Source: an optimization exercise on an open RTL-to-GDS flow (aim: small area and a short achievable clock period). Production flows keep margins and buffers that such runs may drop. RTL that was checked went through simulation tests only; none was proved equivalent to the original. Function not checked in runs 1 to 5: the RTL went through the layout flow alone. Power and IR drop assume default switching activity.

--- flow/flow/run.sh ---
#!/bin/bash
set -euo pipefail
export BUFFER_PORTS_ARGS="-buffer_cell sky130_fd_sc_hd__buf_2"
bash standard.sh > make.log 2>&1
--- flow/standard.sh ---
#!/bin/bash
# synth_recipe.tcl (not shown) runs the flow's synth.tcl, then flattens the netlist and writes it again
# the make line also repeats each setting of config.mk as NAME=value (left out here)
make -C /OpenROAD-flow-scripts/flow DESIGN_CONFIG=/design/flow/config.mk WORK_HOME=/design/flow/orfs CLKGATE_MAP_FILE= SYNTH_SCRIPT=/design/flow/synth_recipe.tcl "${@:-finish}"
--- flow/config.mk ---
export PLATFORM = sky130hd
export DESIGN_NAME = SyncFP32Adder2
export DESIGN_NICKNAME = SyncFP32Adder2
export VERILOG_FILES = /design/flow/design.v
export SDC_FILE = /design/flow/constraint.sdc
export NUM_CORES = 8
export LEC_CHECK = 0
export ABC_AREA = 1
export CAP_MARGIN = 20
export CORE_MARGIN = 2
export CORE_UTILIZATION = 55
export CTS_BUF_LIST = sky130_fd_sc_hd__clkbuf_8
export PLACE_DENSITY = 0.8
export SETUP_SLACK_MARGIN = 5
export SLEW_MARGIN = 20
--- flow/constraint.sdc ---
create_clock -name core_clock -period 9.5 [get_ports {clk}]
set_input_delay 1.9000 -clock core_clock [delete_from_list [all_inputs] [get_ports {clk}]]
set_output_delay 1.9000 -clock core_clock [all_outputs]
set_load 0.01 [all_outputs]
--- flow/design.v ---
module FP32Adder2_align(
    input  wire [31:0] a,
    input  wire [31:0] b,
    output wire        l_sign,
    output wire [7:0]  l_exp1,    
    output wire [23:0] l_manx,    
    output wire        sub,
    output wire [23:0] t_man,     
    output wire [1:0]  t_sh       
);
    assign sub = a[31] ^ b[31];
    wire [7:0] ea = a[30:23];
    wire [7:0] eb = b[30:23];
    wire [7:0] y;
    wire       c;
    sub8 ed(.x(ea), .y(eb), .d(y), .gt(c));
    wire [7:0] s  = y ^ {8{~c}};
    wire       far = |s[7:5];                   
    wire [2:0] sc  = s[4:2] | {3{far}};
    wire       ha = |ea;
    wire       hb = |eb;
    wire [23:0] ta = {ha, a[22:0]};
    wire [23:0] tb = {hb, b[22:0]};
    wire [23:0] t  = c ? {1'b0, tb[23:1]} : ta;
    assign t_man  = t >> {sc, 2'b00};
    assign t_sh   = s[1:0];
    wire [7:0] el = c ? ea : eb;
    assign l_exp1 = el + 8'd1;
    assign l_manx = (c ? ta : tb) ^ {24{sub}};
    assign l_sign = c ? a[31] : b[31];
endmodule
module sub8(
    input  wire [7:0] x,
    input  wire [7:0] y,
    output wire [7:0] d,
    output wire       gt
);
    wire [7:0] p = x ^ ~y;
    wire [7:0] g = x & ~y;
    wire [7:0] gl [0:3];
    wire [7:0] pl [0:3];
    assign gl[0] = g;
    assign pl[0] = p;
    genvar l, i;
    generate
        for (l = 0; l < 3; l = l + 1) begin : lv
            for (i = 0; i < 8; i = i + 1) begin : bt
                if ((i >> l) & 1) begin : m
                    localparam integer J = ((i >> l) << l) - 1;
                    assign gl[l+1][i] = gl[l][i] | (pl[l][i] & gl[l][J]);
                    assign pl[l+1][i] = pl[l][i] & pl[l][J];
                end else begin : t
                    assign gl[l+1][i] = gl[l][i];
                    assign pl[l+1][i] = pl[l][i];
                end
            end
        end
    endgenerate
    assign d  = p ^ {gl[3][6:0], 1'b0};
    assign gt = gl[3][7];
endmodule
module FP32Adder2(
    input  wire        l_sign,
    input  wire [23:0] l_manx,
    input  wire        sub,
    input  wire [23:0] t_man,
    input  wire [1:0]  t_sh,
    output wire [24:0] v,         
    output wire [4:0]  sh,        
    output wire        q,         
    output wire        sign
);
    wire [23:0] B  = t_man >> t_sh;
    wire [23:0] p0 = l_manx ^ B;
    wire [23:0] g0 = l_manx & B;
    wire [23:0] G, P;
    prefix24 pt(.g(g0), .p(p0), .G(G), .P(P));
    wire        co = G[23];              
    wire [23:0] k1 = {sub ? G[22:0] | P[22:0] : G[22:0], sub};
    wire [23:0] k0 = {sub ? ~G[22:0] : G[22:0], sub};
    wire [23:0] r1 = p0 ^ k1;
    wire [23:0] r0 = p0 ^ k0;
    wire [23:0] r  = co ? r1 : r0;
    wire        ovf = co & ~sub;         
    wire [31:0] x = {1'b0, r[23:12], r[11] | r[10], r[9:0], 1'b0, 7'h7f};
    wire [4:0]  lz;
    lzc32 lzc(.x(x), .n(lz), .z());
    wire [24:0] v0 = {ovf, r};
    wire [24:0] v1 = sh[4] ? {v0[8:0], 16'd0} : v0;
    assign v    = sh[3] ? {v1[16:0], 8'd0} : v1;
    assign sh   = sub ? lz : {4'd0, ~ovf};
    assign q    = sub & ~|r[23:11];
    assign sign = l_sign ^ (sub & co);
endmodule
module FP32Adder2_norm(
    input  wire [24:0] v,
    input  wire [4:0]  sh,
    input  wire        q,
    input  wire [7:0]  l_exp1,
    output wire [22:0] mant,
    output wire [7:0]  exp,
    output wire        ovf
);
    wire [24:0] n = v << sh[2:0];
    assign mant = {n[23] & ~q, n[22:1]};
    wire zero = sh[4] & sh[3];
    wire [8:0] e = {l_exp1, 1'b1} + {3'b111, ~sh, ~q};
    assign exp = zero ? 8'd0 : e[8:1];
    wire [7:0] d  = l_exp1 ^ {3'd0, sh};
    wire [7:0] m;
    assign m[0] = 1'b1;
    genvar i;
    generate for (i = 1; i < 8; i = i + 1) begin : tm
        assign m[i] = &l_exp1[i-1:0];
    end endgenerate
    wire top = q ? ~|d : ~|(d ^ m);
    assign ovf = ~|l_exp1 | (~zero & top);
endmodule
module prefix24(
    input  wire [23:0] g,
    input  wire [23:0] p,
    output wire [23:0] G,
    output wire [23:0] P
);
    wire [23:0] gl [0:5];
    wire [23:0] pl [0:5];
    assign gl[0] = g;
    assign pl[0] = p;
    genvar l, i;
    generate
        for (l = 0; l < 5; l = l + 1) begin : lv
            for (i = 0; i < 24; i = i + 1) begin : bt
                if ((i >> l) & 1) begin : m
                    localparam integer J = ((i >> l) << l) - 1;
                    assign gl[l+1][i] = gl[l][i] | (pl[l][i] & gl[l][J]);
                    assign pl[l+1][i] = pl[l][i] & pl[l][J];
                end else begin : t
                    assign gl[l+1][i] = gl[l][i];
                    assign pl[l+1][i] = pl[l][i];
                end
            end
        end
    endgenerate
    assign G = gl[5];
    assign P = pl[5];
endmodule
module lzc32(
    input  wire [31:0] x,
    output wire [4:0]  n,
    output wire        z
);
    wire [15:0] a1;  wire [15:0] c1;
    wire [7:0]  a2;  wire [15:0] c2;
    wire [3:0]  a3;  wire [11:0] c3;
    wire [1:0]  a4;  wire [7:0]  c4;
    genvar i;
    generate
        for (i = 0; i < 16; i = i + 1) begin : l1
            assign a1[i] = x[2*i+1] | x[2*i];
            assign c1[i] = ~x[2*i+1];
        end
        for (i = 0; i < 8; i = i + 1) begin : l2
            assign a2[i] = a1[2*i+1] | a1[2*i];
            assign c2[2*i+1:2*i] = a1[2*i+1] ? {1'b0, c1[2*i+1]} : {1'b1, c1[2*i]};
        end
        for (i = 0; i < 4; i = i + 1) begin : l3
            assign a3[i] = a2[2*i+1] | a2[2*i];
            assign c3[3*i+2:3*i] = a2[2*i+1] ? {1'b0, c2[4*i+3:4*i+2]} : {1'b1, c2[4*i+1:4*i]};
        end
        for (i = 0; i < 2; i = i + 1) begin : l4
            assign a4[i] = a3[2*i+1] | a3[2*i];
            assign c4[4*i+3:4*i] = a3[2*i+1] ? {1'b0, c3[6*i+5:6*i+3]} : {1'b1, c3[6*i+2:6*i]};
        end
    endgenerate
    assign z = ~(a4[1] | a4[0]);
    assign n = a4[1] ? {1'b0, c4[7:4]} : {1'b1, c4[3:0]};
endmodule
module SyncFP32Adder2(
    input wire [31:0] a,
    input wire [31:0] b,
    output wire [31:0] S,
    output wire Overflow,
    input wire clk,
    input wire rst
);
    wire        l_sign_d, sub_d;
    wire [7:0]  l_exp1_d;
    wire [23:0] l_manx_d;
    wire [23:0] t_man_d;
    wire [1:0]  t_sh_d;
    FP32Adder2_align align(
        .a(a), .b(b),
        .l_sign(l_sign_d), .l_exp1(l_exp1_d), .l_manx(l_manx_d),
        .sub(sub_d), .t_man(t_man_d), .t_sh(t_sh_d)
    );
    reg        l_sign_q, sub_q;
    reg [7:0]  l_exp1_q;
    reg [23:0] l_manx_q;
    reg [23:0] t_man_q;
    reg [1:0]  t_sh_q;
    wire [24:0] v_d;
    wire [4:0]  sh_d;
    wire        q_d, sign_d;
    FP32Adder2 add(
        .l_sign(l_sign_q), .l_manx(l_manx_q),
        .sub(sub_q), .t_man(t_man_q), .t_sh(t_sh_q),
        .v(v_d), .sh(sh_d), .q(q_d), .sign(sign_d)
    );
    reg [24:0] v_q;
    reg [4:0]  sh_q;
    reg        q_q, sign_q;
    reg [7:0]  l_exp1_2q;
    always @(posedge clk, posedge rst) begin
        if (rst) begin
            l_sign_q  <= 1'b0;
            sub_q     <= 1'b0;
            l_exp1_q  <= 8'd1;
            l_manx_q  <= 24'd0;
            t_man_q   <= 24'd0;
            t_sh_q    <= 2'd0;
            v_q       <= 25'd0;
            sh_q      <= 5'd1;
            q_q       <= 1'b0;
            sign_q    <= 1'b0;
            l_exp1_2q <= 8'd1;
        end else begin
            l_sign_q  <= l_sign_d;
            sub_q     <= sub_d;
            l_exp1_q  <= l_exp1_d;
            l_manx_q  <= l_manx_d;
            t_man_q   <= t_man_d;
            t_sh_q    <= t_sh_d;
            v_q       <= v_d;
            sh_q      <= sh_d;
            q_q       <= q_d;
            sign_q    <= sign_d;
            l_exp1_2q <= l_exp1_q;
        end
    end
    wire [22:0] mant;
    wire [7:0]  exp;
    wire        ovf;
    FP32Adder2_norm norm(
        .v(v_q), .sh(sh_q), .q(q_q), .l_exp1(l_exp1_2q),
        .mant(mant), .exp(exp), .ovf(ovf)
    );
    assign S = {sign_q, exp, mant};
    assign Overflow = ovf;
endmodule
==> results of run 1 <==
## worst register-to-register path: cells and delay by family (launching register included)
kind	cells	cell delay, ps
fa+ha+maj	1	350
flops	1	460
compound gates	3	490
buf+inv	4	500
simple gates	16	2280
## final cells by class
cell class | instances | area, sq um
repair inverters | 8 | 50.05
inverters | 148 | 590.6
multi-input cells | 1078 | 5798
well taps | 216 | 270.3
clock inverters | 7 | 60.06
clock buffers | 9 | 123.9
fillers | 1481 | 5742
repair buffers | 134 | 814.5
flip-flops and latches | 99 | 2494
## cells in the mapped netlist (2+ instances only)
cell	count
a21oi_1	52
a21o_1	3
nor2_4	10
nand2_1	497
buf_2	5
mux2_2	4
o21ai_0	135
nand4_1	17
nor4_1	10
a22oi_1	2
nor2_1	71
buf_6	3
clkbuf_1	41
xnor2_1	10
nand2_2	9
nor3_2	2
nand3_1	78
a21boi_0	2
o21ai_1	2
buf_4	2
o211ai_1	8
nor3_1	11
mux2i_1	25
nand3b_1	6
o31ai_1	2
xor2_1	41
dfrtp_1	96
nor2_2	7
o21bai_1	2
fa_1	4
clkinv_2	2
inv_2	5
buf_1	8
a31oi_1	11
ha_1	38
nand2_4	3
inv_1	139
dfstp_2	3
or2_2	3
## sequential cells by signal, indices dropped and copies added, names as in the netlist
| signal | count |
|---|---|
| l_manx_q | 24 |
| t_man_q | 24 |
| v_q | 24 |
| l_exp1_2q | 8 |
| l_exp1_q | 8 |
| sh_q | 5 |
| t_sh_q | 2 |
| l_sign_q | 1 |
| q_q | 1 |
| sign_q | 1 |
| sub_q | 1 |
## power groups by stage
stage | Clock [mW] | Combinational, mW | Sequential [mW]
2_1_floorplan | 0 | 1.01 | 0.566
3_3_place_gp | 0 | 1.28 | 0.606
3_5_place_dp | 0 | 1.30 | 0.609
4_1_cts | 0.262 | 1.36 | 0.591
5_1_grt | 0.282 | 1.61 | 0.602
6_report | 0.261 | 1.44 | 0.590
## layer usage
| layer | GRT usage | vias up | share of wire |
|---|---|---|---|
| met5 | 0 | - | 0 |
| met4 | 0.1365 | 0 | 0.041 |
| met3 | 0.03576 | 74 | 0.053 |
| met2 | 0.4729 | 348 | 0.49 |
| met1 | 0.3262 | 4088 | 0.42 |
| li1 | - | 4655 | - |
## worst max-delay path by stage
stage	from	endpoint	slack [ps]	depth (start not counted)
4_1_cts	sh_q[1]	S[29]	4980	13
2_1_floorplan	rst	l_exp1_2q[1]	5010	1
6_report	sh_q[0]	S[29]	5050	13
5_1_grt	sh_q[0]	S[29]	4940	13
3_5_place_dp	b[23]	t_man_q[8]	4220	15
3_3_place_gp	b[23]	t_man_q[14]	4290	15
## timing repair
item | in CTS | in global routing
pin swaps | 2 | 5
gates cloned | 3 | 8
hold endpoints to repair | 0 | 0
endpoints found under the setup margin | 62 | 55
buffers inserted | 10 | 17
gates resized for setup | 21 | 29
## logic make-up (layout without fill, tap and decap cells)
family	count (synthesis)	in the layout	share of synthesized area
AO/OA/AOI/OAI	225	225	0.1367
multiplexers	29	29	0.03289
flip-flops	99	99	0.2763
adder cells (fa/ha/maj)	42	42	0.06187
AND/OR/NAND/NOR	728	730	0.3489
buffers and inverters	207	306	0.09169
XOR/XNOR	52	52	0.05156
## metrics by stage
| stage | setup slack (ps) | utilization | hold slack (ps) |
|---|---|---|---|
| after CTS | 4976 | 0.6223 | 353.7 |
| final | 5049 | 0.6399 | 353.8 |
| after detailed placement | 4224 | 0.5992 | 336.3 |
| after global placement | 4291 | 0.5992 | 336.5 |
| after global routing | 4944 | 0.6399 | 366.4 |
| after floorplan | 5015 | - | 331.2 |
==> out/qor.txt, run 1 <==
Syn nets: 1490
Number of top-level pins: 99
DRT antenna net count: 0
Max Root-Sink Buffers: 2
First-pass GRT wire length: 38540 um
Initial antenna violation count: 0
Worst Tran Pin Value: 809.6 ps
Critical path launch point type: flip-flop
P_int: 1.145 mW
Die X: 131.8 um
CP max FO: 3
Setup_tns: 0 ps
Hold Path End: l_exp1_2q[5]
Gr usage total: 0.2700
Cell variety after synth: 52
Mapped Avg Cell Area: 6.497 sq um
RePlAce Congestion: 0.9229
Cts-stage hold buffer count: 0
Share of the clock period used by the worst path: 0.4685
Register share of total power: 0.258
Clock power share: 0.114
Clk slew on worst S/H paths: 110 ps
Crit path max-delay family: flip-flops
Final HPWL DP: 17800 um
Mapped Area: 8979 sq um
Sequential-to-total area share from yosys stat: 0.2763
Slowest cell on crit path: dfstp_4
Dominant cells by area after synthesis: dfrtp_1 27%, nand2_1 21%, o21ai_0 7.5%
Syn Inst Count: 1382
N_diodes: 0
Clock Skew: 20.60 ps
Final setup violation count: 0
Sw power: 1.143 mW
Fraction of layout cells with a size suffix above 1: 0.1632
CP most frequent cell: nand2_1
PwrDens: 224.4 nW/um^2
RR Endpoint: v_q[4]
P&R area growth vs syn: 13.61%
CTS Root Cell: clkbuf_8
Overall power: 2.289 mW
Sw Share: 0.4996
Max-Slew Margin vs Limit: 0.4596
Reg2reg path depth: 24
Core Footprint: 15940 sq um
Worst skew pair latency: 400 ps
Synthesis-stage register bit count: 99
Reg2Reg Setup Slack: 5340 ps
Die footprint: 17360 sq um
Maximum capacitance violations: 0
Fin. max-slew vios: 0
Synth top area share: 0.2676
Starting density of the core: 0.5632
Combinational share of power: 0.628
Fin area: 10200 sq um
RSZ-0062 raised after global routing: yes
Area leader, netlist: dfrtp_1
Critical path class: reg2out
Crit-path max cell delay: 670 ps
Critical Path Sink Type: output pin
Arrival time at the worst endpoint: 2550 ps
Total iterations of the first detailed-routing run: 5
CP cell instances: clkinvlp_4 > ha_1 > nand2_1 > o21ai_2 > nand2_1 > inv_1 > o21ai_1 > nand2_1 > nand2_1 > inv_1 > nor4_2 > nor3_1 > buf_2
Min-Delay Startpoint: l_exp1_q[5]
Leakage: 5.473 nW
Post-DR wirelength/cell: 14.14 um
Outcome: no timing/DRC/antenna violations
Detailed Route WL: 24020 um
Non-Filler Instances: 1699
H-tree levels: 3
Port bufs: 98
DR vias: 9165
Worst Path Required: 7600 ps
Largest net degree at the start of global routing: 113
Worst hold stages: 0
Placed Area: 9553 sq um
CP bufs+invs: 4
CTS tree: done
R2r startpoint: t_sh_q[0]
Die Span Y: 131.8 um
Clock Sinks: 99
Layout Nets: 1586
Inst Count DP: 1645
Commonest non-fill, non-tap cell in the layout: nand2_1
Ys flop type: dfrtp_1
CTS Buf Count: 9
EDFF count, synth: 0
Initial DRC count: 597
# rows: 46
Commonest non-fill, non-tap cells in the layout: 490 x nand2_1, 133 x inv_1, 129 x o21ai_0, 99 x buf_2, 93 x dfrtp_1
Worst ir drop on vdd: 0.0001476 V
Worst hold path type: reg2reg
Final hold violations: 0
F_max: 0.2247 GHz
GR Overflow Total: 0
Ys Warns: 3
DRC: 0
Via/cell ratio: 5.394
Vias in the first global route: 8278
Final Critical Period: 4451 ps
Ys async rst share: 1.000
==> run 2, diff against run 1 <==
--- a/flow/design.v
+++ b/flow/design.v
@@ -16,13 +16,13 @@
     sub8 ed(.x(ea), .y(eb), .d(y), .gt(c));
     wire [7:0] s  = y ^ {8{~c}};
     wire       far = |s[7:5];                   
-    wire [2:0] sc  = s[4:2] | {3{far}};
     wire       ha = |ea;
     wire       hb = |eb;
     wire [23:0] ta = {ha, a[22:0]};
     wire [23:0] tb = {hb, b[22:0]};
     wire [23:0] t  = c ? {1'b0, tb[23:1]} : ta;
-    assign t_man  = t >> {sc, 2'b00};
+    wire [23:0] t1 = t >> {s[3:2], 2'b00};
+    assign t_man  = far ? 24'd0 : s[4] ? {16'd0, t1[23:16]} : t1;
     assign t_sh   = s[1:0];
     wire [7:0] el = c ? ea : eb;
     assign l_exp1 = el + 8'd1;
@@ -76,11 +76,10 @@
     wire [23:0] G, P;
     prefix24 pt(.g(g0), .p(p0), .G(G), .P(P));
     wire        co = G[23];              
-    wire [23:0] k1 = {sub ? G[22:0] | P[22:0] : G[22:0], sub};
-    wire [23:0] k0 = {sub ? ~G[22:0] : G[22:0], sub};
-    wire [23:0] r1 = p0 ^ k1;
-    wire [23:0] r0 = p0 ^ k0;
-    wire [23:0] r  = co ? r1 : r0;
+    wire [23:0] m;
+    assign m[0] = sub;
+    assign m[23:1] = sub ? (co ? G[22:0] | P[22:0] : ~G[22:0]) : G[22:0];
+    wire [23:0] r   = p0 ^ m;
     wire        ovf = co & ~sub;         
     wire [31:0] x = {1'b0, r[23:12], r[11] | r[10], r[9:0], 1'b0, 7'h7f};
     wire [4:0]  lz;
@@ -104,8 +103,10 @@
     wire [24:0] n = v << sh[2:0];
     assign mant = {n[23] & ~q, n[22:1]};
     wire zero = sh[4] & sh[3];
-    wire [8:0] e = {l_exp1, 1'b1} + {3'b111, ~sh, ~q};
-    assign exp = zero ? 8'd0 : e[8:1];
+    wire [6:0] el = {1'b0, l_exp1[4:0], 1'b1} + {1'b0, ~sh, ~q};
+    wire [2:0] hm = l_exp1[7:5] - 3'd1;
+    wire [7:0] e  = {el[6] ? l_exp1[7:5] : hm, el[5:1]};
+    assign exp = zero ? 8'd0 : e;
     wire [7:0] d  = l_exp1 ^ {3'd0, sh};
     wire [7:0] m;
     assign m[0] = 1'b1;
==> run 2 against run 1 <==
  * Flip-flop and latch count stayed put
  * Power is 8.8% higher
  * Count of clock-buffer cells in the layout increased by 1
  * Via count fell by 1.4%
  * Critical path type unchanged
==> out/qor.txt, run 2 <==
Fraction of layout cells with a size suffix above 1: 0.1818
Fin area: 10120 sq um
Final setup violation count: 0
CTS tree: done
Critical Path Sink Type: output pin
Port bufs: 98
Vias in the first global route: 8073
Initial DRC count: 730
F_max: 0.2258 GHz
Reg2reg path depth: 28
Critical path class: reg2out
Worst ir drop on vdd: 0.0001269 V
Post-DR wirelength/cell: 14.69 um
Arrival time at the worst endpoint: 2530 ps
Core Footprint: 15830 sq um
Worst setup path end: S[30]
Commonest non-fill, non-tap cell in the layout: nand2_1
Die Span Y: 130.8 um
Worst skew pair latency: 380 ps
# rows: 46
Commonest non-fill, non-tap cells in the layout: 448 x nand2_1, 128 x o21ai_0, 124 x inv_1, 98 x buf_2, 93 x dfrtp_1
Ys Warns: 3
Overall power: 2.490 mW
RePlAce Congestion: 0.9795
Layout Nets: 1552
Final Critical Period: 4429 ps
Maximum capacitance violations: 0
Placed Area: 9412 sq um
Synth top area share: 0.2716
Share of the clock period used by the worst path: 0.4662
Syn nets: 1450
Reg2Reg Setup Slack: 5290 ps
Outcome: no timing/DRC/antenna violations
N_diodes: 0
Worst Setup SP: sh_q[2]
DR vias: 9040
Initial antenna violation count: 0
PwrDens: 245.9 nW/um^2
Synth cell count leaders: 452 x nand2_1, 133 x inv_1, 133 x o21ai_0
First-pass GRT wire length: 38450 um
Worst Path Required: 7600 ps
Clock Skew: 14.18 ps
Setup ws final: 5071 ps
Detailed Route WL: 24430 um
P&R area growth vs syn: 14.46%
Sequential-to-total area share from yosys stat: 0.2805
Critical path launch point type: flip-flop
DRC: 0
Fillers: 1425
Area leader, netlist: dfrtp_1
Largest net degree at the start of global routing: 69
Max Root-Sink Buffers: 2
Clock Sinks: 99
Worst Tran Pin Value: 1023 ps
Ys async rst share: 1.000
EDFF count, synth: 0
Cell with the most instances after synthesis: nand2_1
Mapped Avg Cell Area: 6.601 sq um
Mapped Area: 8845 sq um
DRT antenna net count: 0
Leakage: 5.320 nW
Die X: 130.8 um
Syn Inst Count: 1340
R2r startpoint: t_sh_q[0]
Synthesis-stage register bit count: 99
Worst hold stages: 0
Gr usage total: 0.2855
Via/cell ratio: 5.436
CTS Root Cell: clkbuf_8
Final HPWL DP: 18060 um
Die footprint: 17110 sq um
Clk slew on worst S/H paths: 100 ps
Number of top-level pins: 99
Util after Layout: 0.6396
Worst hold path type: reg2reg
Total iterations of the first detailed-routing run: 5
Starting density of the core: 0.5588
CP max FO: 5
CTS Buf Count: 9
Dominant cells by area after synthesis: dfrtp_1 27%, nand2_1 19%, o21ai_0 7.5%
DP Worst Slack: 4021 ps
Setup_tns: 0 ps
GR Overflow Total: 0
H-tree levels: 3
Fin. max-slew vios: 0
Cts-stage hold buffer count: 0
Final hold violations: 0
Ys flop type: dfrtp_1
RR Endpoint: v_q[16]
Cell variety after synth: 54
Largest registers: l_manx_q x24, t_man_q x24, v_q x24
RSZ-0062 raised after global routing: no
Max-Slew Margin vs Limit: 0.3173
run 2: cell count changes after synthesis, sizes merged, moves of 4 or more:
cell,previous run,this run
nand4,17,21
a31oi,11,4
nand3,79,85
buf,18,11
nand2,510,473
xnor2,11,6
nor4,10,5
o211ai,8,2
o21bai,2,6
a211oi,0,13
mux2,4,0
run 2: kinds of logic (layout without fill, tap and decap cells):
group,after synthesis,after routing,synth area share
multiplexers,24,24,0.02716
XOR/XNOR,44,44,0.04357
adder cells (fa/ha/maj),44,44,0.06564
flip-flops,99,99,0.2805
buffers and inverters,200,306,0.09011
AND/OR/NAND/NOR,705,706,0.3538
AO/OA/AOI/OAI,224,224,0.1392
run 2: stage by stage:
stage | hold slack [ps] | cells
CTS | 356.6 | 1638
floorplan | 331.2 | 1340
global route | 364.8 | 1663
global placement | 333.7 | 1606
detailed placement | 334.7 | 1606
finish | 356.3 | 1663
run 2: routing by layer:
metal | part of all wire | vias up | global-route usage
met2 | 0.49 | 362 | 0.4942
met5 | 0 | - | 0
met1 | 0.42 | 4066 | 0.3547
li1 | - | 4544 | -
met4 | 0.040 | 0 | 0.1352
met3 | 0.049 | 68 | 0.03664
run 2: worst min path at each step:
stage | slack [ps] | from | to
finish | 360 | l_exp1_q[7] | l_exp1_2q[7]
floorplan | 330 | l_exp1_q[1] | l_exp1_2q[1]
global placement | 330 | l_exp1_q[2] | l_exp1_2q[2]
detailed placement | 330 | l_exp1_q[1] | l_exp1_2q[1]
global route | 360 | l_exp1_q[7] | l_exp1_2q[7]
CTS | 360 | l_exp1_q[1] | l_exp1_2q[1]
run 2: layout make-up:
cell class,count,area [sq um],share of cell area
inverter,146,585.6,0.05784
tap,216,270.3,0.02670
multi-input combinational,1042,5712,0.5642
sequential,99,2496,0.2466
clock inverter,6,76.32,0.007539
timing repair buffer,136,800.8,0.07910
timing repair inverter,8,45.04,0.004449
clock buffer,10,137.6,0.01360
run 2: what timing repair did:
item,CTS,global route
setup buffers,10,22
endpoints found under the hold margin,0,0
resized for setup,22,29
pin swaps,2,8
gates cloned,6,3
endpoints found under the setup margin,71,54
run 2: power breakdown:
group / internal [mW] / total, mW / switching, mW
clock: 0.131 / 0.283 / 0.152
sequential: 0.537 / 0.614 / 0.0771
combinational: 0.554 / 1.59 / 1.04
total: 1.22 / 2.49 / 1.27
run 2: worst max-delay path, cell delays in order, from the launching register on:
cell	delay [ps]
dfrtp_4	530
clkinvlp_4	100
ha_2	310
nand2_2	100
nor2_2	40
a211oi_2	220
o21ai_1	100
a21oi_2	220
nand2_1	100
o21ai_0	210
a21oi_1	60
buf_2	140
==> run 3, diff against run 2 <==
--- a/flow/design.v
+++ b/flow/design.v
@@ -211,31 +211,32 @@
     reg [4:0]  sh_q;
     reg        q_q, sign_q;
     reg [7:0]  l_exp1_2q;
+    reg first;
+    always @(posedge clk, posedge rst) begin
+        if (rst) first <= 1'b1;
+        else     first <= 1'b0;
+    end
+    always @(posedge clk) begin
+        l_sign_q  <= l_sign_d;
+        sub_q     <= sub_d;
+        l_exp1_q  <= l_exp1_d;
+        l_manx_q  <= l_manx_d;
+        t_man_q   <= t_man_d;
+        t_sh_q    <= t_sh_d;
+    end
     always @(posedge clk, posedge rst) begin
         if (rst) begin
-            l_sign_q  <= 1'b0;
-            sub_q     <= 1'b0;
-            l_exp1_q  <= 8'd1;
-            l_manx_q  <= 24'd0;
-            t_man_q   <= 24'd0;
-            t_sh_q    <= 2'd0;
             v_q       <= 25'd0;
             sh_q      <= 5'd1;
             q_q       <= 1'b0;
             sign_q    <= 1'b0;
             l_exp1_2q <= 8'd1;
         end else begin
-            l_sign_q  <= l_sign_d;
-            sub_q     <= sub_d;
-            l_exp1_q  <= l_exp1_d;
-            l_manx_q  <= l_manx_d;
-            t_man_q   <= t_man_d;
-            t_sh_q    <= t_sh_d;
-            v_q       <= v_d;
-            sh_q      <= sh_d;
+            v_q       <= first ? 25'd0 : v_d;
+            sh_q      <= sh_d | {first, first, 3'd0};
             q_q       <= q_d;
-            sign_q    <= sign_d;
-            l_exp1_2q <= l_exp1_q;
+            sign_q    <= sign_d & ~first;
+            l_exp1_2q <= l_exp1_q | {7'd0, first};
         end
     end
     wire [22:0] mant;
==> flow/flow/run.sh (replaced) <==
#!/bin/bash
set -euo pipefail
export BUFFER_PORTS_ARGS="-buffer_cell sky130_fd_sc_hd__buf_1"
bash standard.sh > make.log 2>&1
==> run 3 against run 2 <==
  * Clock power shrank 19%
  * Clock skew shrank 2.5 ps
  * Cell count shrank 0.54%
  * Design area shrank 3.9%
==> out/qor.txt, run 3 <==
Worst skew pair latency: 370 ps
F_max: 0.2319 GHz
Hold Path End: l_exp1_2q[4]
Core Footprint: 15310 sq um
R2r startpoint: t_sh_q[0]
RSZ-0062 raised after global routing: no
Reg2reg path depth: 25
Non-Filler Instances: 1654
Worst Tran Pin Value: 715.7 ps
CP max FO: 7
Ys async rst share: 0.4000
Reg2Reg Setup Slack: 5270 ps
Synth cell count leaders: 423 x nand2_1, 149 x inv_1, 141 x o21ai_0
Fraction of layout cells with a size suffix above 1: 0.1012
CTS Root Cell: clkbuf_8
PwrDens: 228.0 nW/um^2
Worst hold stages: 0
Maximum capacitance violations: 0
Util after Layout: 0.6350
Combinational share of power: 0.632
Ys flop type: dfxtp_1
Arrival time at the worst endpoint: 2410 ps
Clock Sinks: 100
Sw power: 1.118 mW
Area leader, netlist: nand2_1
Vias in the first global route: 7691
Worst ir drop on vdd: 0.00009515 V
Min-Delay Startpoint: l_exp1_q[4]
Cell variety after synth: 54
Commonest non-fill, non-tap cells in the layout: 420 x nand2_1, 147 x inv_1, 136 x o21ai_0, 97 x buf_1, 93 x nand3_1
Synth top area share: 0.1826
Die X: 129.7 um
Die footprint: 16830 sq um
EDFF count, synth: 0
Starting density of the core: 0.5676
Port bufs: 98
Syn nets: 1451
Final Critical Period: 4312 ps
Fin. max-slew vios: 0
Overall power: 2.217 mW
First-pass GRT wire length: 35880 um
Setup ws final: 5188 ps
N_diodes: 0
Global routing's busiest layer: met2
Largest net degree at the start of global routing: 72
Detailed Route WL: 21980 um
Share of the clock period used by the worst path: 0.4539
CTS tree: done
Register Area: 2225 sq um
Max-Slew Margin vs Limit: 0.5205
Met3 usage: 0.01968
Sequential-to-total area share from yosys stat: 0.2537
Global Route met2 Usage: 0.4703
Sw Share: 0.5042
Clk slew on worst S/H paths: 90 ps
Mapped Avg Cell Area: 6.483 sq um
Cts-stage hold buffer count: 0
P_int: 1.099 mW
DR vias: 8792
Layout Nets: 1548
Initial DRC count: 611
Critical Path Sink Type: output pin
Largest registers: l_manx_q x24, t_man_q x24, v_q x24
Setup_tns: 0 ps
Fillers: 1481
Gr usage total: 0.2632
Critical path class: reg2out
Cell with the most instances after synthesis: nand2_1
Multi-input gate area: 5763 sq um
DRT antenna net count: 0
Dominant cells by area after synthesis: nand2_1 18%, dfxtp_1 14%, dfrtp_1 11%
Leakage: 4.878 nW
Met1 Resource Use GR: 0.3337
Max Root-Sink Buffers: 2
RR Endpoint: v_q[15]
Critical path launch point type: flip-flop
Register share of total power: 0.265
Initial antenna violation count: 0
RePlAce Congestion: 0.9670
Number of top-level pins: 99
Synthesis-stage register bit count: 100
Die Span Y: 129.7 um
Clock power share: 0.104
Final hold violations: 0
Inst Count DP: 1602
Outcome: no timing/DRC/antenna violations
# rows: 45
Syn Inst Count: 1341
Commonest non-fill, non-tap cell in the layout: nand2_1
Via/cell ratio: 5.316
H-tree levels: 3
Final HPWL DP: 16700 um
Mapped Area: 8693 sq um
Clock Skew: 11.69 ps
Worst hold path type: reg2reg
CTS Buf Count: 9
Post-DR wirelength/cell: 13.29 um
GR Overflow Total: 0
DRC: 0
P&R area growth vs syn: 11.86%
Final setup violation count: 0
Total iterations of the first detailed-routing run: 5
Worst Path Required: 7600 ps
Ys Warns: 3
DP Worst Slack: 4091 ps
## run 3: metrics by stage
step                      area (sq um)  hold slack, ps
after global placement            9128           318.9
after detailed placement          9128           323.2
final                             9724           333.8
after global routing              9724           339.3
after CTS                         9438           335.0
after floorplan                   8693           316.3
## run 3: layout make-up
type	instances	area share
Clock inverter	7	0.003731
Inverter	158	0.06330
Tap cell	211	0.02715
Clock buffer	9	0.01274
Multi-Input combinational cell	1030	0.5926
Timing Repair Buffer	135	0.06961
Timing Repair inverter	4	0.002059
Sequential cell	100	0.2288
## run 3: worst max-delay path by stage
stage / start / end / slack [ps]
2_1_floorplan: b[23] / t_man_q[2] / 5230
3_3_place_gp: b[23] / t_man_q[2] / 4220
3_5_place_dp: b[23] / t_man_q[3] / 4090
4_1_cts: sh_q[1] / S[30] / 5010
5_1_grt: l_exp1_2q[0] / S[30] / 4980
6_report: l_exp1_2q[0] / S[30] / 5190
## run 3: metal layers
| layer | wire (um) | share of wire | vias to the layer above |
|---|---|---|---|
| li1 | - | - | 4544 |
| met1 | 9585 | 0.44 | 3903 |
| met2 | 10690 | 0.49 | 304 |
| met3 | 1175 | 0.053 | 41 |
| met4 | 523 | 0.024 | 0 |
| met5 | 0 | 0 | - |
## run 3: cell families after synthesis
family | after synthesis | synth area share
fa+ha+maj | 44 | 0.06678
simple gates | 669 | 0.3431
mux | 36 | 0.04145
other cells | 1 | 0.0004314
xor+xnor | 47 | 0.04735
buf+inv | 212 | 0.09830
compound gates | 232 | 0.1488
flops | 100 | 0.2537
## run 3: power by group through the flow
stage | combinational [mW] | sequential, mW | clock [mW]
finish | 1.40 | 0.587 | 0.230
global route | 1.58 | 0.598 | 0.255
CTS | 1.32 | 0.591 | 0.234
detailed placement | 1.25 | 0.617 | 0
global placement | 1.23 | 0.614 | 0
floorplan | 1.01 | 0.557 | 0
## run 3: worst max-delay path: stages, from the launching register on
cell	delay [ps]
dfstp_2	590
inv_1	100
fa_1	470
nor2_1	150
a211oi_2	70
o21ai_1	160
a21oi_2	110
nand2_1	90
o21ai_1	60
a21oi_1	110
clkbuf_2	140
## run 3: timing repair
action	in CTS	in global routing
gates cloned	4	1
buffers inserted	9	22
endpoints found under the setup margin	61	54
gates resized for setup	22	22
pin swaps	0	6
==> run 4, diff against run 3 <==
==> flow/flow/run.sh (replaced) <==
#!/bin/bash
set -euo pipefail
export BUFFER_PORTS_ARGS="-buffer_cell sky130_fd_sc_hd__buf_1"
export SETUP_SLACK_MARGIN=5.3
bash standard.sh > make.log 2>&1
--- a/flow/config.mk
+++ b/flow/config.mk
@@ -11,5 +11,4 @@
 export CORE_UTILIZATION = 55
 export CTS_BUF_LIST = sky130_fd_sc_hd__clkbuf_8
 export PLACE_DENSITY = 0.8
-export SETUP_SLACK_MARGIN = 5
 export SLEW_MARGIN = 20
==> run 4 against run 3 <==
  * Largest cell class unchanged
  * Critical path depth rose by 1
  * Die area did not move
  * Sequential share of layout area fell by 0.90 points
  * Still clean on timing, DRC and antenna
  * Routed wire length rose by 4.7%
  * Count of clock-buffer cells in the layout did not move
  * Register-to-register slack improved by 290 ps
  * Critical path type unchanged
  * Design area rose by 4.1%
  * Global-route usage rose by 0.77 points
==> out/qor.txt, run 4 <==
Outcome: no timing/DRC/antenna violations
Max-Slew Margin vs Limit: 0.5803
Final Critical Period: 4204 ps
Ys Warns: 3
Min-Delay Startpoint: l_exp1_q[6]
Worst Path Required: 7600 ps
RR Endpoint: v_q[15]
Number of top-level pins: 99
Clk slew on worst S/H paths: 80 ps
Clock Sinks: 100
R2r startpoint: t_sh_q[0]
Register Area: 2225 sq um
Area leader, netlist: nand2_1
Multi-input gate area: 6020 sq um
Cell with the most instances after synthesis: nand2_1
Fraction of layout cells with a size suffix above 1: 0.1365
Port bufs: 98
Worst ir drop on vdd: 0.00009153 V
Starting density of the core: 0.5676
DRC: 0
Compound-Gate Fraction of Synth Area: 0.1488
DRT antenna net count: 0
Post-Synth Adder-Cell Area: 0.06678
Met3 usage: 0.02255
Dominant cells by area after synthesis: nand2_1 18%, dfxtp_1 14%, dfrtp_1 11%
Die footprint: 16830 sq um
CP max FO: 5
Post-DR wirelength/cell: 13.79 um
Final HPWL DP: 16840 um
Synth Area in XOR/XNOR: 0.04735
Initial DRC count: 559
EDFF count, synth: 0
RSZ-0062 raised after global routing: yes
H-tree levels: 3
PwrDens: 232.4 nW/um^2
Fraction of synthesized area in multiplexers: 0.04145
CTS Buf Count: 9
Mapped Avg Cell Area: 6.483 sq um
Util after Layout: 0.6609
Critical path launch point type: flip-flop
Fillers: 1400
Layout Nets: 1563
Final hold violations: 0
F_max: 0.2379 GHz
Final setup violation count: 0
Synthesis-stage register bit count: 100
Largest family of logic cells by synthesized area: simple AND/OR/NAND/NOR gates
P&R area growth vs syn: 16.44%
Worst Tran Pin Value: 623.0 ps
Mapped Area: 8693 sq um
Synth top area share: 0.1826
Cell variety after synth: 54
Share of the clock period used by the worst path: 0.4425
Largest net degree at the start of global routing: 72
Arrival time at the worst endpoint: 2300 ps
# rows: 45
N_diodes: 0
CTS tree: done
Critical path class: reg2out
Setup_tns: 0 ps
Reg2Reg Setup Slack: 5560 ps
GR Overflow Total: 0
Leakage: 5.011 nW
Maximum capacitance violations: 0
First-pass GRT wire length: 36880 um
Hold Path End: l_exp1_2q[6]
Clock Skew: 12.99 ps
Detailed Route WL: 23010 um
Synth Area in Simple Gates: 0.3431
Worst skew pair latency: 380 ps
Fin. max-slew vios: 0
Critical Path Sink Type: output pin
Global Route met2 Usage: 0.4838
Via/cell ratio: 5.374
CTS Root Cell: clkbuf_8
Placed Area: 9141 sq um
Ys async rst share: 0.4000
DR vias: 8970
Vias in the first global route: 8096
RePlAce Congestion: 0.9950
Global routing's busiest layer: met2
Syn nets: 1451
Worst Setup SP: sh_q[2]
Die X: 129.7 um
Reg2reg path depth: 25
Ys flop type: dfxtp_1
Commonest non-fill, non-tap cell in the layout: nand2_1
Cts-stage hold buffer count: 0
Met1 Resource Use GR: 0.3291
Synth cell count leaders: 423 x nand2_1, 149 x inv_1, 141 x o21ai_0
Total iterations of the first detailed-routing run: 5
Initial antenna violation count: 0
Worst hold stages: 0
Max Root-Sink Buffers: 2
Sequential-to-total area share from yosys stat: 0.2537
Syn Inst Count: 1341
Overall power: 2.352 mW
Commonest non-fill, non-tap cells in the layout: 418 x nand2_1, 144 x inv_1, 121 x o21ai_0, 94 x buf_1, 93 x nand3_1
Gr usage total: 0.2709
Largest registers: l_manx_q x24, t_man_q x24, v_q x24
Core Footprint: 15310 sq um
Fin area: 10120 sq um
Die Span Y: 129.7 um
Worst hold path type: reg2reg
run 4: changes by cell type in the layout (fill, tap and decap cells not counted), sizes merged:
cell	delta
nor2	+1
bufinv	+1
nand3	+1
buf	+12
clkinvlp	-1
inv	-2
clkinv	+1
nand2	+2
run 4: stage by stage:
stage	cells	setup slack [ps]	hold slack, ps
after floorplan	1341	5302	316.3
after global placement	1603	4307	320.2
after detailed placement	1603	4288	321.1
after CTS	1647	5219	332.9
after global routing	1669	5132	339.8
final	1669	5296	330.6
run 4: cells by family (layout without fill, tap and decap cells):
logic type / Yosys count / in the layout
mux: 36 / 36
flops: 100 / 100
buf+inv: 212 / 324
simple gates: 669 / 674
fa+ha+maj: 44 / 44
other cells: 1 / 1
xor+xnor: 47 / 47
compound gates: 232 / 232
run 4: power by group:
group,internal [mW],switching (mW),leakage (nW),total [mW]
sequential,0.521,0.0615,0.995,0.583
combinational,0.534,0.977,3.91,1.51
clock,0.119,0.140,0.103,0.259
total,1.17,1.18,5.01,2.35
run 4: critical path: stages, from the launching register on:
cell and delay [ps]:
dfrtp_4 510, clkinvlp_4 120, ha_4 230, nand2_2 80, nor2_2 40, a211oi_2 180, o21ai_1 120, a21oi_2 220
nand2_1 90, o21ai_0 160, a21oi_1 50, buf_1 120
run 4: area by class of cell:
cell class / instances / area share
clock buffers: 9 / 0.01224
repair buffers: 147 / 0.07837
multi-input cells: 1034 / 0.5947
repair inverters: 3 / 0.001731
well taps: 211 / 0.02608
flip-flops and latches: 100 / 0.2198
clock inverters: 7 / 0.005933
inverters: 158 / 0.06119
run 4: what timing repair did:
| item | 4_1_cts | 5_1_grt |
|---|---|---|
| setup buffers | 23 | 19 |
| gates cloned | 5 | 3 |
| setup endpoints to repair | 85 | 77 |
| resized for setup | 45 | 74 |
| hold endpoints to repair | 0 | 0 |
| pin swaps | 9 | 29 |
run 4: per-layer routing:
metal,share of wire,vias up
li1,-,4581
met1,0.42,4000
met2,0.49,323
met3,0.049,66
met4,0.039,0
met5,0,-
run 4: worst max path at each step:
stage / slack [ps] / endpoint / depth (start not counted)
after global placement: 4310 / t_man_q[1] / 13
after floorplan: 5300 / t_man_q[10] / 12
after detailed placement: 4290 / t_man_q[2] / 13
after CTS: 5220 / S[30] / 11
after global routing: 5130 / S[27] / 11
final: 5300 / S[30] / 11
==> run 5, diff against run 4 <==
==> flow/flow/run.sh (replaced) <==
#!/bin/bash
set -euo pipefail
mkdir -p scripts
cp -r "$FLOW_HOME/scripts/." scripts/
cp flow/abc.script scripts/abc_area.script
export SCRIPTS_DIR="$PWD/scripts"
export BUFFER_PORTS_ARGS="-buffer_cell sky130_fd_sc_hd__buf_1"
bash standard.sh > make.log 2>&1
==> flow/flow/abc.script (new file) <==
strash
&get -n
&dch -f
&nf -R 1000
&put
buffer -c
topo
stime -c
upsize -c
dnsize -c
--- a/flow/config.mk
+++ b/flow/config.mk
@@ -11,4 +11,5 @@
 export CORE_UTILIZATION = 55
 export CTS_BUF_LIST = sky130_fd_sc_hd__clkbuf_8
 export PLACE_DENSITY = 0.8
+export SETUP_SLACK_MARGIN = 5
 export SLEW_MARGIN = 20
==> run 5 against run 4 <==
  * Still clean on timing, DRC and antenna
  * Worst setup slack lost 600 ps
  * Hold slack gained 8.6 ps
  * Cell count shrank 23%
  * Maximum frequency shrank 12%
  * Count of clock-buffer cells in the layout is the same
  * Critical path type is now reg2reg
  * Largest cell class unchanged
==> out/qor.txt, run 5 <==
Placed Area: 8282 sq um
CTS Buf Count: 9
Ys async rst share: 0.4000
Arrival time at the worst endpoint: 5100 ps
Synthesis-stage register bit count: 100
Worst hold path type: reg2reg
Reg2reg path depth: 21
Fin. max-slew vios: 0
Die footprint: 15030 sq um
Synth cell count leaders: 95 x nand2_1, 86 x mux2i_1, 83 x nor2_1
Largest registers: l_manx_q x24, t_man_q x24, v_q x24
Fraction of synthesized area in multiplexers: 0.1753
Share of the clock period used by the worst path: 0.5055
Ys Warns: 3
Final Critical Period: 4802 ps
Die X: 122.6 um
Synth Area in Simple Gates: 0.1622
Die Span Y: 122.6 um
Worst skew pair latency: 390 ps
RSZ-0062 raised after global routing: yes
Leakage: 4.480 nW
Setup_tns: 0 ps
Dominant cells by area after synthesis: dfxtp_1 16%, dfrtp_1 12%, mux2i_1 11%
Synth top area share: 0.1553
GR Overflow Total: 0
Reg2Reg Setup Slack: 4700 ps
Worst hold stages: 0
Clock Skew: 14.07 ps
Critical path class: reg2reg
EDFF count, synth: 0
Core Footprint: 13830 sq um
Fillers: 880
Worst Path Required: 9800 ps
Final hold violations: 0
Clock Sinks: 100
Number of top-level pins: 99
P&R area growth vs syn: 34.43%
H-tree levels: 3
Setup ws final: 4698 ps
Total iterations of the first detailed-routing run: 9
Commonest non-fill, non-tap cells in the layout: 96 x buf_4, 95 x buf_1, 85 x nand2_1, 76 x mux2i_1, 67 x nor2_1
Fraction of layout cells with a size suffix above 1: 0.3043
Synth Area in XOR/XNOR: 0.08604
Starting density of the core: 0.5595
Syn Inst Count: 910
CTS tree: done
Worst ir drop on vdd: 0.0001231 V
N_diodes: 0
Fin area: 10400 sq um
Max-Slew Margin vs Limit: 0.2615
DP Worst Slack: 3232 ps
Maximum capacitance violations: 0
Cell with the most instances after synthesis: nand2_1
Overall power: 2.535 mW
Post-DR wirelength/cell: 21.41 um
Compound-Gate Fraction of Synth Area: 0.1727
Cell variety after synth: 64
Initial antenna violation count: 0
Mapped Avg Cell Area: 8.501 sq um
Vias in the first global route: 6714
Port bufs: 98
Layout Nets: 1206
Non-Filler Instances: 1281
Largest net degree at the start of global routing: 41
Area leader, netlist: dfxtp_1
Final setup violation count: 0
CP max FO: 8
Mapped Area: 7736 sq um
Clk slew on worst S/H paths: 100 ps
PwrDens: 243.8 nW/um^2
Outcome: no timing/DRC/antenna violations
Initial DRC count: 670
Via/cell ratio: 6.451
First-pass GRT wire length: 33200 um
# rows: 43
Commonest non-fill, non-tap cell in the layout: buf_4
Worst Tran Pin Value: 1106 ps
Inst Count DP: 1144
DRT antenna net count: 0
Post-Synth Adder-Cell Area: 0.07504
Sequential-to-total area share from yosys stat: 0.2851
Ys flop type: dfxtp_1
DRC: 0
Critical path launch point type: flip-flop
Critical Path Sink Type: flip-flop
CTS Root Cell: clkbuf_8
DR vias: 8264
Register Area: 2225 sq um
F_max: 0.2082 GHz
RePlAce Congestion: 0.9534
Multi-input gate area: 6133 sq um
Detailed Route WL: 27430 um
Max Root-Sink Buffers: 2
Gr usage total: 0.2798
Final HPWL DP: 14010 um
Syn nets: 1020
Largest family of logic cells by synthesized area: multiplexers
-- run 5: cell types whose count changed after synthesis, moves of 49 or more --
cell / delta
nand3_1: -69
xnor2_1: +49
mux2i_1: +50
nand2_1: -328
o21ai_0: -80
inv_1: -123
-- run 5: what timing repair did --
action	4_1_cts	5_1_grt
hold buffers	0	0
cloned	9	8
endpoints found under the setup margin	91	56
gates resized for setup	83	121
setup buffers	39	65
pin swaps	22	68
-- run 5: per-layer routing --
layer	vias up	GRT usage	part of all wire
met5	-	0	0
met4	0	0.1351	0.074
met3	194	0.02277	0.080
met2	624	0.4972	0.49
met1	3812	0.3417	0.36
li1	3634	-	-
-- run 5: path summary, 6_finish.rpt --
path / startpoint / to
hold reg to reg: l_exp1_q[6] / l_exp1_2q[6]
min in group asynchronous: rst / v_q[22]
setup / recovery: t_sh_q[0] / v_q[19]
setup reg to reg: t_sh_q[0] / v_q[19]
hold / removal: l_exp1_q[6] / l_exp1_2q[6]
max in group asynchronous: rst / sh_q[2]
-- run 5: cell type report --
class / instances / share of cell area
repair inverters: 1 / 0.0004812
flip-flops and latches: 100 / 0.2139
clock buffers: 9 / 0.01191
inverters: 28 / 0.01191
repair buffers: 216 / 0.1462
clock inverters: 7 / 0.004211
multi-input cells: 740 / 0.5897
well taps: 180 / 0.02166
-- run 5: cells by family (layout without fill, tap and decap cells) --
kind of cell,Yosys count,after routing
AND/OR/NAND/NOR,275,284
AO/OA/AOI/OAI,221,221
multiplexers,114,114
flip-flops,100,100
buffers and inverters,79,261
XOR/XNOR,76,76
adder cells (fa/ha/maj),44,44
other,1,1
-- run 5: per-stage QoR --
stage	utilization	hold WS, ps
2_1_floorplan	-	316.3
5_1_grt	0.7521	343.1
3_3_place_gp	0.5990	318.3
3_5_place_dp	0.5990	325.0
6_report	0.7521	339.2
4_1_cts	0.6715	338.8
-- run 5: power by group --
part,total [mW],internal (mW),switching [mW]
clock,0.247,0.0942,0.152
sequential,0.587,0.520,0.0672
combinational,1.70,0.731,0.971
total,2.54,1.34,1.19
-- run 5: critical path: stages, from the launching register on --
cell and delay (ps):
dfxtp_4 430, buf_12 150, mux4_2 550, ha_4 290, a21o_1 190, a21o_1 180
a21o_1 190, nand2b_1 130, nand3b_1 170, o21ai_4 160, and2_4 270, o21ai_1 80
mux2i_1 250, xnor2_2 180, nand2_1 140, nor2_2 190, nand2_2 110, nor3_4 250
o2111a_2 360, buf_6 200, nor2_1 70, a211oi_1 160
==> run 6, diff against run 5 <==
--- a/flow/design.v
+++ b/flow/design.v
@@ -85,8 +85,7 @@
     wire [4:0]  lz;
     lzc32 lzc(.x(x), .n(lz), .z());
     wire [24:0] v0 = {ovf, r};
-    wire [24:0] v1 = sh[4] ? {v0[8:0], 16'd0} : v0;
-    assign v    = sh[3] ? {v1[16:0], 8'd0} : v1;
+    assign v    = sh[4] ? {v0[8:0], 16'd0} : v0;
     assign sh   = sub ? lz : {4'd0, ~ovf};
     assign q    = sub & ~|r[23:11];
     assign sign = l_sign ^ (sub & co);
@@ -100,7 +99,7 @@
     output wire [7:0]  exp,
     output wire        ovf
 );
-    wire [24:0] n = v << sh[2:0];
+    wire [24:0] n = v << sh[3:0];
     assign mant = {n[23] & ~q, n[22:1]};
     wire zero = sh[4] & sh[3];
     wire [6:0] el = {1'b0, l_exp1[4:0], 1'b1} + {1'b0, ~sh, ~q};
==> flow/flow/run.sh (replaced) <==
#!/bin/bash
set -euo pipefail
export BUFFER_PORTS_ARGS="-buffer_cell sky130_fd_sc_hd__buf_1"
export ADDER_MAP_FILE=
bash standard.sh > make.log 2>&1
removed: flow/flow/abc.script
==> run 6 against run 5 <==
  * Still clean
  * Non-clock buffer count is 91 lower
  * Flip-flop and latch count did not move
  * Clock power is 3% higher
  * Utilization decreased by 13 points
  * Sequential share of layout area increased by 1.6 points
==> out/qor.txt, run 6 <==
Outcome: no timing/DRC/antenna violations
Util after Layout: 0.6181
Fraction of synthesized area in multiplexers: 0.02413
R2r startpoint: t_sh_q[1]
Port bufs: 98
Critical Path Sink Type: output pin
Hold Path End: l_exp1_2q[6]
RSZ-0062 raised after global routing: yes
Inst Count DP: 1755
Clock Sinks: 100
PwrDens: 236.4 nW/um^2
Critical path class: reg2out
Cell with the most instances after synthesis: nand2_1
Synth cell count leaders: 547 x nand2_1, 173 x inv_1, 130 x nor2_1
Commonest non-fill, non-tap cells in the layout: 545 x nand2_1, 163 x inv_1, 122 x nor2_1, 119 x o21ai_0, 118 x nand3_1
Initial DRC count: 556
Syn Inst Count: 1493
Sw Share: 0.5176
Worst Setup SP: l_exp1_2q[0]
Clock Skew: 11.75 ps
Non-Filler Instances: 1801
Via/cell ratio: 5.145
Final setup violation count: 0
P_int: 1.104 mW
Largest net degree at the start of global routing: 41
Critical path launch point type: flip-flop
Worst Tran Pin Value: 853.0 ps
Total iterations of the first detailed-routing run: 5
Sequential-to-total area share from yosys stat: 0.2533
Max-Slew Margin vs Limit: 0.4307
Core Footprint: 15660 sq um
Synth top area share: 0.2357
Reg2reg path depth: 25
Clock power share: 0.111
Worst hold stages: 0
Register share of total power: 0.264
GR Overflow Total: 0
EDFF count, synth: 0
Die footprint: 16860 sq um
CP cell instances: inv_1 > nor2_2 > nor2_2 > inv_2 > nor2_4 > nor2_4 > a21oi_4 > a21oi_2 > nor2_1 > inv_1 > a31oi_2 > nor2_1 > nand2_1 > o21ai_1 > a21oi_1 > buf_2
Share of the clock period used by the worst path: 0.4782
Mapped Avg Cell Area: 5.834 sq um
Slowest cell on crit path: dfstp_2
N_diodes: 0
Setup_tns: 0 ps
Max Root-Sink Buffers: 2
Ys flop type: dfxtp_1
Worst Path Required: 7600 ps
DRT antenna net count: 0
H-tree levels: 3
Vias in the first global route: 8070
Starting density of the core: 0.5563
Dominant cells by area after synthesis: nand2_1 24%, dfxtp_1 14%, dfrtp_1 11%
Post-Synth Adder-Cell Area: 0
CP bufs+invs: 4
Maximum capacitance violations: 0
Ys async rst share: 0.4000
Synth Area in XOR/XNOR: 0.04224
CTS Root Cell: clkbuf_8
RePlAce Congestion: 0.9293
Worst ir drop on vdd: 0.00008552 V
Gr usage total: 0.2668
Ys Warns: 3
Largest registers: l_manx_q x24, t_man_q x24, v_q x24
Layout Nets: 1646
Final hold violations: 0
Sw power: 1.184 mW
DR vias: 9266
Clk slew on worst S/H paths: 100 ps
Post-DR wirelength/cell: 12.51 um
Final HPWL DP: 17120 um
Detailed Route WL: 22540 um
Syn nets: 1559
Initial antenna violation count: 0
Cell variety after synth: 59
Min-Delay Startpoint: l_exp1_q[6]
CP max FO: 5
Crit path max-delay family: simple AND/OR/NAND/NOR gates
# rows: 46
Compound-Gate Fraction of Synth Area: 0.1355
Commonest non-fill, non-tap cell in the layout: nand2_1
Final Critical Period: 4543 ps
F_max: 0.2201 GHz
Synthesis-stage register bit count: 100
Fin. max-slew vios: 0
Fraction of layout cells with a size suffix above 1: 0.1016
Cts-stage hold buffer count: 0
DRC: 0
CTS Buf Count: 9
Largest family of logic cells by synthesized area: simple AND/OR/NAND/NOR gates
First-pass GRT wire length: 36600 um
RR Endpoint: v_q[21]
CTS tree: done
Combinational share of power: 0.625
Number of top-level pins: 99
Synth Area in Simple Gates: 0.4264
P&R area growth vs syn: 11.10%
Crit-path max cell delay: 610 ps
Die Span Y: 129.8 um
Die X: 129.8 um
Area leader, netlist: nand2_1
Leakage: 5.049 nW
Arrival time at the worst endpoint: 2640 ps
Mapped Area: 8710 sq um
Worst hold path type: reg2reg
Worst skew pair latency: 380 ps
Reg2Reg Setup Slack: 5530 ps
==> run 6: repair_timing <==
item                       in CTS  in global routing
cloned                          7                  3
setup endpoints to repair      34                 60
buffers inserted               11                  9
hold endpoints to repair        0                  0
gates resized for setup        27                 26
pin swaps                      12                 13
==> run 6: how the worst max path moves through the flow <==
stage	endpoint	slack [ps]	cells after the start
detailed placement	t_man_q[7]	4010	20
CTS	S[30]	4860	17
floorplan	l_exp1_q[7]	5260	19
global route	S[30]	4730	16
finish	S[30]	4960	16
global placement	t_man_q[7]	4130	20
==> run 6: logic make-up after synthesis <==
kind of cell | Yosys count
simple gates | 872
buf+inv | 245
compound gates | 212
flops | 100
xor+xnor | 42
mux | 21
other cells | 1
==> run 6: metal layers <==
metal	track usage	up-vias	share of wire
met5	0	-	0
met4	0.1366	0	0.044
met3	0.02460	69	0.045
met2	0.4573	287	0.47
met1	0.3356	4030	0.44
li1	-	4880	-
==> run 6: metrics by stage <==
stage          hold WS, ps  setup slack, ps  area, sq um  total power [mW]
4_1_cts              333.8             4856         9483             2.232
3_5_place_dp         319.5             4006         9077             1.929
6_report             333.2             4957         9677             2.288
5_1_grt              342.1             4734         9677             2.528
3_3_place_gp         320.8             4130         9077             1.905
2_1_floorplan        316.3             5257         8710             1.663
==> run 6: layout make-up <==
cell class | instances | area (sq um)
clock buffers | 9 | 123.9
inverters | 188 | 737.0
fillers | 1564 | 5978
multi-input cells | 1149 | 5593
repair inverters | 7 | 40.04
repair buffers | 125 | 633.1
flip-flops and latches | 100 | 2221
well taps | 216 | 270.3
clock inverters | 7 | 58.81
==> run 6: power by group through the flow <==
stage	clock network [mW]	logic [mW]	registers, mW
2_1_floorplan	0	1.10	0.564
3_3_place_gp	0	1.29	0.612
3_5_place_dp	0	1.31	0.615
4_1_cts	0.257	1.37	0.602
5_1_grt	0.277	1.63	0.619
6_report	0.254	1.43	0.604
==> run 7, diff against run 6 <==
==> flow/flow/run.sh (replaced) <==
#!/bin/bash
set -euo pipefail
export BUFFER_PORTS_ARGS="-buffer_cell sky130_fd_sc_hd__buf_1"
bash standard.sh > make.log 2>&1
==> run 7 against run 6 <==
  * Register-to-register slack got worse by 190 ps
  * Sequential share of layout area rose by 0.55 points
  * Power is 4.9% lower
  * Clock skew hardly changed
  * Combinational power down 6%
  * Maximum frequency grew 3.3%
  * Clock power barely moved
  * Non-clock buffer count decreased by 5
  * Sequential power is 3% lower
  * Synthesized area is 1.4% lower
  * Critical endpoint is now S[28]
==> out/qor.txt, run 7 <==
Outcome: no timing/DRC/antenna violations
Initial DRC count: 545
Vias in the first global route: 7573
Max Root-Sink Buffers: 2
CP cell instances: inv_1 > fa_1 > nor2_1 > a211oi_2 > o21ai_2 > a21oi_2 > buf_4 > xor2_1 > nor2_1 > buf_1
Commonest non-fill, non-tap cells in the layout: 409 x nand2_1, 134 x inv_1, 128 x o21ai_0, 98 x buf_1, 87 x nor2_1
Synth top area share: 0.1796
Final hold violations: 0
Core Footprint: 15260 sq um
Clk slew on worst S/H paths: 90 ps
Final HPWL DP: 17440 um
Port bufs: 98
Compound-Gate Fraction of Synth Area: 0.1603
Cell with the most instances after synthesis: nand2_1
Ys flop type: dfxtp_1
Synth Area in Simple Gates: 0.3263
Dominant cells by area after synthesis: nand2_1 18%, dfxtp_1 14%, dfrtp_1 11%
P&R area growth vs syn: 10.06%
Post-DR wirelength/cell: 14.02 um
Layout Nets: 1519
GR Overflow Total: 0
Synthesis-stage register bit count: 100
Via/cell ratio: 5.381
Sequential-to-total area share from yosys stat: 0.2567
DP Worst Slack: 4058 ps
CP max FO: 3
Critical Path Sink Type: output pin
DRC: 0
Leakage: 4.750 nW
Clock Skew: 11.74 ps
Starting density of the core: 0.5631
EDFF count, synth: 0
Total iterations of the first detailed-routing run: 8
Post-Synth Adder-Cell Area: 0.06757
# rows: 45
H-tree levels: 3
Worst Path Required: 7600 ps
Crit path max-delay family: flip-flops
Critical path class: reg2out
RePlAce Congestion: 0.9892
Fraction of synthesized area in multiplexers: 0.04660
Worst ir drop on vdd: 0.00009153 V
N_diodes: 0
CTS Buf Count: 9
Final Critical Period: 4396 ps
Largest registers: l_manx_q x24, t_man_q x24, v_q x24
Arrival time at the worst endpoint: 2500 ps
Worst skew pair latency: 390 ps
Initial antenna violation count: 0
Slowest cell on crit path: dfstp_2
Syn Inst Count: 1328
Synth cell count leaders: 411 x nand2_1, 137 x inv_1, 131 x o21ai_0
Max-Slew Margin vs Limit: 0.3371
Syn nets: 1438
Placed Area: 9015 sq um
Ys async rst share: 0.4000
Cts-stage hold buffer count: 0
DRT antenna net count: 0
CTS Root Cell: clkbuf_8
Area leader, netlist: nand2_1
CP most frequent cell: nor2_1
Die X: 129.0 um
Gr usage total: 0.2708
Fillers: 1482
CP bufs+invs: 3
Critical path launch point type: flip-flop
RSZ-0062 raised after global routing: no
DR vias: 8744
Share of the clock period used by the worst path: 0.4627
Commonest non-fill, non-tap cell in the layout: nand2_1
Setup ws final: 5104 ps
PwrDens: 230.0 nW/um^2
Number of top-level pins: 99
Largest family of logic cells by synthesized area: simple AND/OR/NAND/NOR gates
Maximum capacitance violations: 0
F_max: 0.2275 GHz
Largest net degree at the start of global routing: 70
Synth Area in XOR/XNOR: 0.04791
Die Span Y: 129.0 um
Ys Warns: 3
Die footprint: 16640 sq um
CTS tree: done
Mapped Avg Cell Area: 6.470 sq um
Final setup violation count: 0
Crit-path max cell delay: 550 ps
First-pass GRT wire length: 36170 um
Overall power: 2.175 mW
Worst Tran Pin Value: 993.3 ps
Fin area: 9457 sq um
Fraction of layout cells with a size suffix above 1: 0.08982
Mapped Area: 8592 sq um
Setup_tns: 0 ps
Detailed Route WL: 22780 um
Cell variety after synth: 59
Register Area: 2222 sq um
Worst hold path type: reg2reg
Util after Layout: 0.6198
Fin. max-slew vios: 0
Multi-input gate area: 5660 sq um
Clock Sinks: 100
[run 7: changes by cell type in the layout (fill, tap and decap cells not counted), moves of 19 or more]
cell / change
mux2i_1: +19
inv_1: -29
ha_1: +38
nor2_1: -35
nand3_1: -46
nand2_1: -136
[run 7: layout make-up]
cell class              instances  area share
multi-input cells            1028      0.5986
flip-flops and latches        100      0.2350
inverters                     146     0.06152
repair buffers                120     0.05663
well taps                     211     0.02792
clock buffers                   9     0.01310
clock inverters                 7    0.005160
repair inverters                4    0.002117
[run 7: per-stage QoR]
stage	hold WS (ps)	std cells
after floorplan	316.3	1328
after global placement	318.7	1587
after detailed placement	319.5	1587
after CTS	332.0	1612
after global routing	343.4	1625
final	331.2	1625
[run 7: cell families (layout without fill, tap and decap cells)]
logic type | after synthesis | count (layout)
muxes | 40 | 40
xor gates and xnor gates | 47 | 47
DFF | 100 | 100
adders and majority gates | 44 | 44
buffers and inverters | 201 | 286
other | 1 | 1
AOI/OAI and AO/OA | 244 | 244
and+or+nand+nor | 651 | 652
[run 7: worst paths after layout]
path / start / end / slack [ps] / cells after the start
max: l_exp1_2q[0] / S[28] / 5100 / 10
min: l_exp1_q[4] / l_exp1_2q[4] / 330 / 0
max reg2reg: t_sh_q[0] / v_q[6] / 5340 / 24
min reg2reg: l_exp1_q[4] / l_exp1_2q[4] / 330 / 0
max in group asynchronous: rst / sh_q[1] / 7540 / 3
min in group asynchronous: rst / l_exp1_2q[7] / 1580 / 3
[run 7: metal layers]
metal,share of wire,wire [um],GRT usage,vias to the layer above
met5,0,0,0,-
met4,0.037,849,0.1093,0
met3,0.058,1332,0.03701,53
met2,0.48,10830,0.4712,344
met1,0.43,9765,0.3390,3870
li1,-,-,-,4477
[run 7: what timing repair did]
action / CTS / global route
gates resized for setup: 19 / 16
gates cloned: 4 / 1
setup endpoints to repair: 57 / 54
setup buffers: 5 / 12
pin swaps: 0 / 2
[run 7: where the power goes]
group | leakage (nW) | total, mW | switching, mW | internal [mW]
sequential | 0.994 | 0.588 | 0.0697 | 0.518
combinational | 3.66 | 1.34 | 0.885 | 0.450
clock | 0.0917 | 0.252 | 0.155 | 0.0962
total | 4.75 | 2.18 | 1.11 | 1.06

-- separate check: timing with driven ports --
Ports are ideal in the flow. The routed layouts listed here were re-timed in OpenROAD. Step 1 sets driving cells, clkbuf_16 on the clock port and buf_2 on the other inputs (assumed; they add their load-dependent delay and slew). Step 2 adds t to the input delays and takes it off the output delays; t is the mean of the earliest and latest rising clock arrival at the registers after step 1. Input paths then give back, and output paths get back, about the clock's delay inside the block. Slacks: no drivers / after step 1 / after step 2; pairs: no drivers / after step 1.
run | shift t [ns] | setup WS [ns] | worst hold slack (ns) | slew at the worst register clock pin (ns)
run 1 | 0.430 | 5.049 / 5.011 / 4.806 | 0.354 / 0.354 / 0.354 | 0.11 / 0.11
run 2 | 0.411 | 5.071 / 5.033 / 4.787 | 0.356 / 0.356 / 0.356 | 0.10 / 0.10
run 3 | 0.404 | 5.188 / 5.149 / 4.856 | 0.334 / 0.334 / 0.334 | 0.09 / 0.09
run 4 | 0.407 | 5.296 / 5.262 / 5.045 | 0.331 / 0.331 / 0.331 | 0.10 / 0.10
run 5 | 0.418 | 4.698 / 4.698 / 4.285 | 0.339 / 0.339 / 0.339 | 0.10 / 0.10
run 6 | 0.409 | 4.957 / 4.923 / 4.815 | 0.333 / 0.333 / 0.333 | 0.10 / 0.10
run 7 | 0.424 | 5.104 / 5.067 / 4.738 | 0.331 / 0.331 / 0.331 | 0.10 / 0.10
After both steps every run listed still meets setup and hold. For run 5, which loses most, drivers alone change the setup slack by 0.000 ns; drivers and shift together by -0.413 ns.
